Background: an optimization exercise with open tools, aiming at small area. Do not read the settings as production practice.
In this exercise RTL edits were held to simulation tests only and were not proved equivalent to the original.

==> flow/design.v (excerpt) <==
module converter(
    input clk,
    input rst,
    input [31:0] im,
    input iop,
    output [31:0] result,
    output [7:0] pc1,
    output [7:0] pc2,
    output [7:0] pc3,
    output [7:0] pc4,
    output [7:0] pn5,
    output [7:0] pn6,
    output [7:0] pn7,
    output [7:0] pn8
);
Settings: LEC_CHECK=0, ABC_AREA=1, CAP_MARGIN=20, CORE_MARGIN=2, CORE_UTILIZATION=40, CTS_BUF_LIST=sky130_fd_sc_hd__clkbuf_16, CTS_CLUSTER_DIAMETER=200, CTS_CLUSTER_SIZE=30, SLEW_MARGIN=20; clock period 90.0 ns.
standard.sh (not shown) runs the stock make flow with config.mk's settings and CLKGATE_MAP_FILE= SYNTH_SCRIPT=/design/flow/synth_recipe.tcl, a recipe that flattens the netlist after the stock synthesis.
==> flow/flow/run.sh <==
#!/bin/bash
# Own layout flow: the standard ORFS flow, with an area-oriented ABC script
# for synthesis (no buffering/upsizing, no full-adder extraction) and small
# buffers on the ports. Each tool's full log stays under orfs/logs/; make's own
# output goes to flow_make.log in the work folder.
set -euo pipefail
W=$(pwd)
rm -rf "$W/myscripts"
cp -r "$FLOW_HOME/scripts" "$W/myscripts"
cp "$W/flow/abc_area.script" "$W/myscripts/abc_area.script"
bash "$W/standard.sh" \
    SCRIPTS_DIR="$W/myscripts" \
    ADDER_MAP_FILE= \
    ABC_AREA=1 \
    "BUFFER_PORTS_ARGS=-buffer_cell sky130_fd_sc_hd__buf_1" \
    finish > "$W/flow_make.log" 2>&1
==> flow/flow/abc_area.script <==
strash
&get -n
&deepsyn -T 20
&put
dch -f
amap
strash
&get -n
&deepsyn -T 20
&put
dch -f
amap -m
topo
Change:
- CTS_CLUSTER_DIAMETER: 200 -> not set
- CTS_CLUSTER_SIZE: 30 -> not set
After rerunning: Die area stays the same; wire length does not change; fmax does not change; global-route usage stays the same; synthesized cell count does not change; clock-buffer cell count stays the same.


Setup of run 5:
The RTL this note starts from:
==> flow/design.v <==
module converter(
    input clk,
    input rst,
    input [31:0] im,
    input iop,
    output [31:0] result,
    output [7:0] pc1,
    output [7:0] pc2,
    output [7:0] pc3,
    output [7:0] pc4,
    output [7:0] pn5,
    output [7:0] pn6,
    output [7:0] pn7,
    output [7:0] pn8
);
    reg [2:0] ph;        
    reg [26:0] rem;      
    reg [22:0] q;        
    assign result = {9'd0, q};
    function [6:0] pick(input first, input [2:0] p, input [31:0] x);
        begin
            if (first) pick = {3'b000, x[31:28]};
            else case (p)
                3'd1: pick = x[27:21];
                3'd2: pick = x[20:14];
                3'd3: pick = x[13:7];
                default: pick = x[6:0];
            endcase
        end
    endfunction
    wire [6:0] bits = pick(rst, ph, im);
    function [26:0] add(input [26:0] a, input [26:0] b);
        reg c;
        integer k;
        begin
            c = 1'b0;
            for (k = 0; k < 27; k = k + 1) begin
                add[k] = a[k] ^ b[k] ^ c;
                c = (a[k] & b[k]) | (c & (a[k] ^ b[k]));
            end
        end
    endfunction
    function [29:0] step4(input [26:0] r, input [1:0] m, input op);
        reg [2:0] d;
        reg [26:0] a;
        begin
            d = (r[26:23] >= 4'd3) + (r[26:23] >= 4'd6) + (r[26:23] >= 4'd9) + (r[26:23] >= 4'd12);
            a = (op ? 27'd100000 : 27'd62137) * m - 27'd100000000 * d;
            step4 = {d, add({r[24:0], 2'd0}, a)};
        end
    endfunction
    function [30:0] step8(input [26:0] r, input [2:0] m, input op);
        reg [3:0] d;
        reg [26:0] a;
        begin
            d = (r[26:22] >= 5'd3) + (r[26:22] >= 5'd6) + (r[26:22] >= 5'd9) + (r[26:22] >= 5'd12) + (r[26:22] >= 5'd15) + (r[26:22] >= 5'd18) + (r[26:22] >= 5'd21) + (r[26:22] >= 5'd24) + (r[26:22] >= 5'd27);
            a = (op ? 27'd100000 : 27'd62137) * m - 27'd100000000 * d;
            step8 = {d, add({r[23:0], 3'd0}, a)};
        end
    endfunction
    function [36:0] steps(input [26:0] r0, input [6:0] x, input op);
        reg [26:0] r;
        reg [3:0] d0;
        reg [2:0] d1;
        reg [2:0] d2;
        begin
            r = r0;
            {d0, r} = step8(r, x[6:4], op);
            {d1, r} = step4(r, x[3:2], op);
            {d2, r} = step4(r, x[1:0], op);
            steps = {d0, d1, d2, r};
        end
    endfunction
    wire [26:0] r;
    wire [3:0] d0;
    wire [2:0] d1;
    wire [2:0] d2;
    assign {d0, d1, d2, r} = steps(rst ? 27'd0 : rem, bits, iop);
    wire last = !rst && ph == 3'd4;
    wire corr = last && (iop ? (r >= 27'd100000000) : (r >= 27'd50000000));
    wire [7:0] s = ({5'd0, d0} << 4) + ({5'd0, d1} << 2) + ({5'd0, d2} << 0) + corr;
    function [15:0] inc(input [15:0] x, input c0);
        reg c;
        integer k;
        begin
            c = c0;
            for (k = 0; k < 16; k = k + 1) begin
                inc[k] = x[k] ^ c;
                c = c & x[k];
            end
        end
    endfunction
    wire [15:0] qhi = inc(q[15:0], s[7]);
    always @(posedge clk) begin
        if (rst) ph <= 3'd1;
        else if (ph != 3'd5) ph <= ph + 3'd1;
        rem <= r;
        if (ph != 3'd5) q <= {qhi, s[6:0]};
    end
    drawBits resultado(.v(q[13:0]), .s1(pc1), .s2(pc2), .s3(pc3), .s4(pc4));
    drawBits numero(.v(im[13:0]), .s1(pn5), .s2(pn6), .s3(pn7), .s4(pn8));
endmodule
module drawBits(
    input [13:0] v,
    output [7:0] s1,
    output [7:0] s2,
    output [7:0] s3,
    output [7:0] s4
);
    function [3:0] add3(input [3:0] x);
        case (x)
            4'd5: add3 = 4'd8;
            4'd6: add3 = 4'd9;
            4'd7: add3 = 4'd10;
            4'd8: add3 = 4'd11;
            4'd9: add3 = 4'd12;
            default: add3 = x;
        endcase
    endfunction
    function [19:0] dd(input [13:0] x);
        integer i;
        begin
            dd = 20'd0;
            for (i = 13; i >= 0; i = i - 1) begin
                dd[3:0] = add3(dd[3:0]);
                dd[7:4] = add3(dd[7:4]);
                dd[11:8] = add3(dd[11:8]);
                dd[15:12] = add3(dd[15:12]);
                dd = {dd[18:0], x[i]};
            end
        end
    endfunction
    wire [19:0] b = dd(v);
    wire [7:0] t1;
    dTB a(.d(b[15:12]), .s(t1));
    dTB c(.d(b[11:8]), .s(s2));
    dTB e(.d(b[7:4]), .s(s3));
    dTB f(.d(b[3:0]), .s(s4));
    assign s1 = b[16] ? 8'd0 : t1;   
endmodule
module dTB(
    input [3:0] d,
    output [7:0] s
);
    function [7:0] seg(input [3:0] x);
        case (x)
            4'd0: seg = 8'b11111100;
            4'd1: seg = 8'b01100000;
            4'd2: seg = 8'b11011010;
            4'd3: seg = 8'b11110010;
            4'd4: seg = 8'b01100110;
            4'd5: seg = 8'b10110110;
            4'd6: seg = 8'b00111110;
            4'd7: seg = 8'b11100000;
            4'd8: seg = 8'b11111110;
            4'd9: seg = 8'b11100110;
            default: seg = 8'b00000000;
        endcase
    endfunction
    assign s = seg(d);
endmodule
Settings: LEC_CHECK=0, ABC_AREA=1, CAP_MARGIN=20, CORE_MARGIN=2, CORE_UTILIZATION=40, CTS_BUF_LIST=sky130_fd_sc_hd__clkbuf_8, CTS_CLUSTER_SIZE=6, SLEW_MARGIN=20; clock period 90.0 ns.
Scripts as last shown in full above: flow/flow/run.sh, flow/flow/abc_area.script
Run 5: PASS, flow complete, no timing, DRC or antenna violations
The following lists how run 4 was set up differently from run 5:
# run 5
export LEC_CHECK = 0
export ABC_AREA = 1
export CAP_MARGIN = 20
export CORE_MARGIN = 2
export CORE_UTILIZATION = 40
export CTS_BUF_LIST = sky130_fd_sc_hd__clkbuf_8
export CTS_CLUSTER_SIZE = 6
export SLEW_MARGIN = 20
create_clock -name core_clock -period 90.0 [get_ports {clk}]
# run 4
export LEC_CHECK = 0
export ABC_AREA = 1
export CAP_MARGIN = 20
export CORE_MARGIN = 2
export CORE_UTILIZATION = 40
export CTS_BUF_LIST = sky130_fd_sc_hd__clkbuf_16
export SLEW_MARGIN = 20
create_clock -name core_clock -period 90.0 [get_ports {clk}]
--- outcome ---
Result for run 5 and run 4: all clean. Post-detailed-routing wire length: run 4 vs run 5, no meaningful difference. Run 4 against run 5: final period demand of the worst path now sits at about the same level; total die area now sits at about the same level.

port drivers added, routing unchanged:
Ports are ideal in the flow. The routed layouts listed here were re-timed in OpenROAD. Step 1 assumes that a clkbuf_16 drives the clock port and a buf_2 every other input. Step 2 moves the port delays by t, midway between the first and last clock arrival at a register: inputs arrive t later, outputs are due t later. That takes back most of the time a late clock gives input paths. a / b / c = no drivers / after step 1 / after step 2; a / b = the first two.
run | t, ns | setup WS [ns] | worst setup path after step 2 | latest minus earliest clock arrival (ns) | worst slew at a driven data input, ns
the first run of note 1 | 0.356 | 43.771 / 43.745 / 43.745 | input to output | 0.017 / 0.017 | 0.04
the second run of note 1 | 0.356 | 43.771 / 43.745 / 43.745 | input to output | 0.017 / 0.017 | 0.04
run 5 | 0.371 | 43.827 / 43.806 / 43.806 | input to output | 0.012 / 0.012 | 0.05
run 4 | 0.349 | 43.825 / 43.803 / 43.803 | input to output | 0.011 / 0.011 | 0.05
After both steps setup and hold are still met in every run listed.
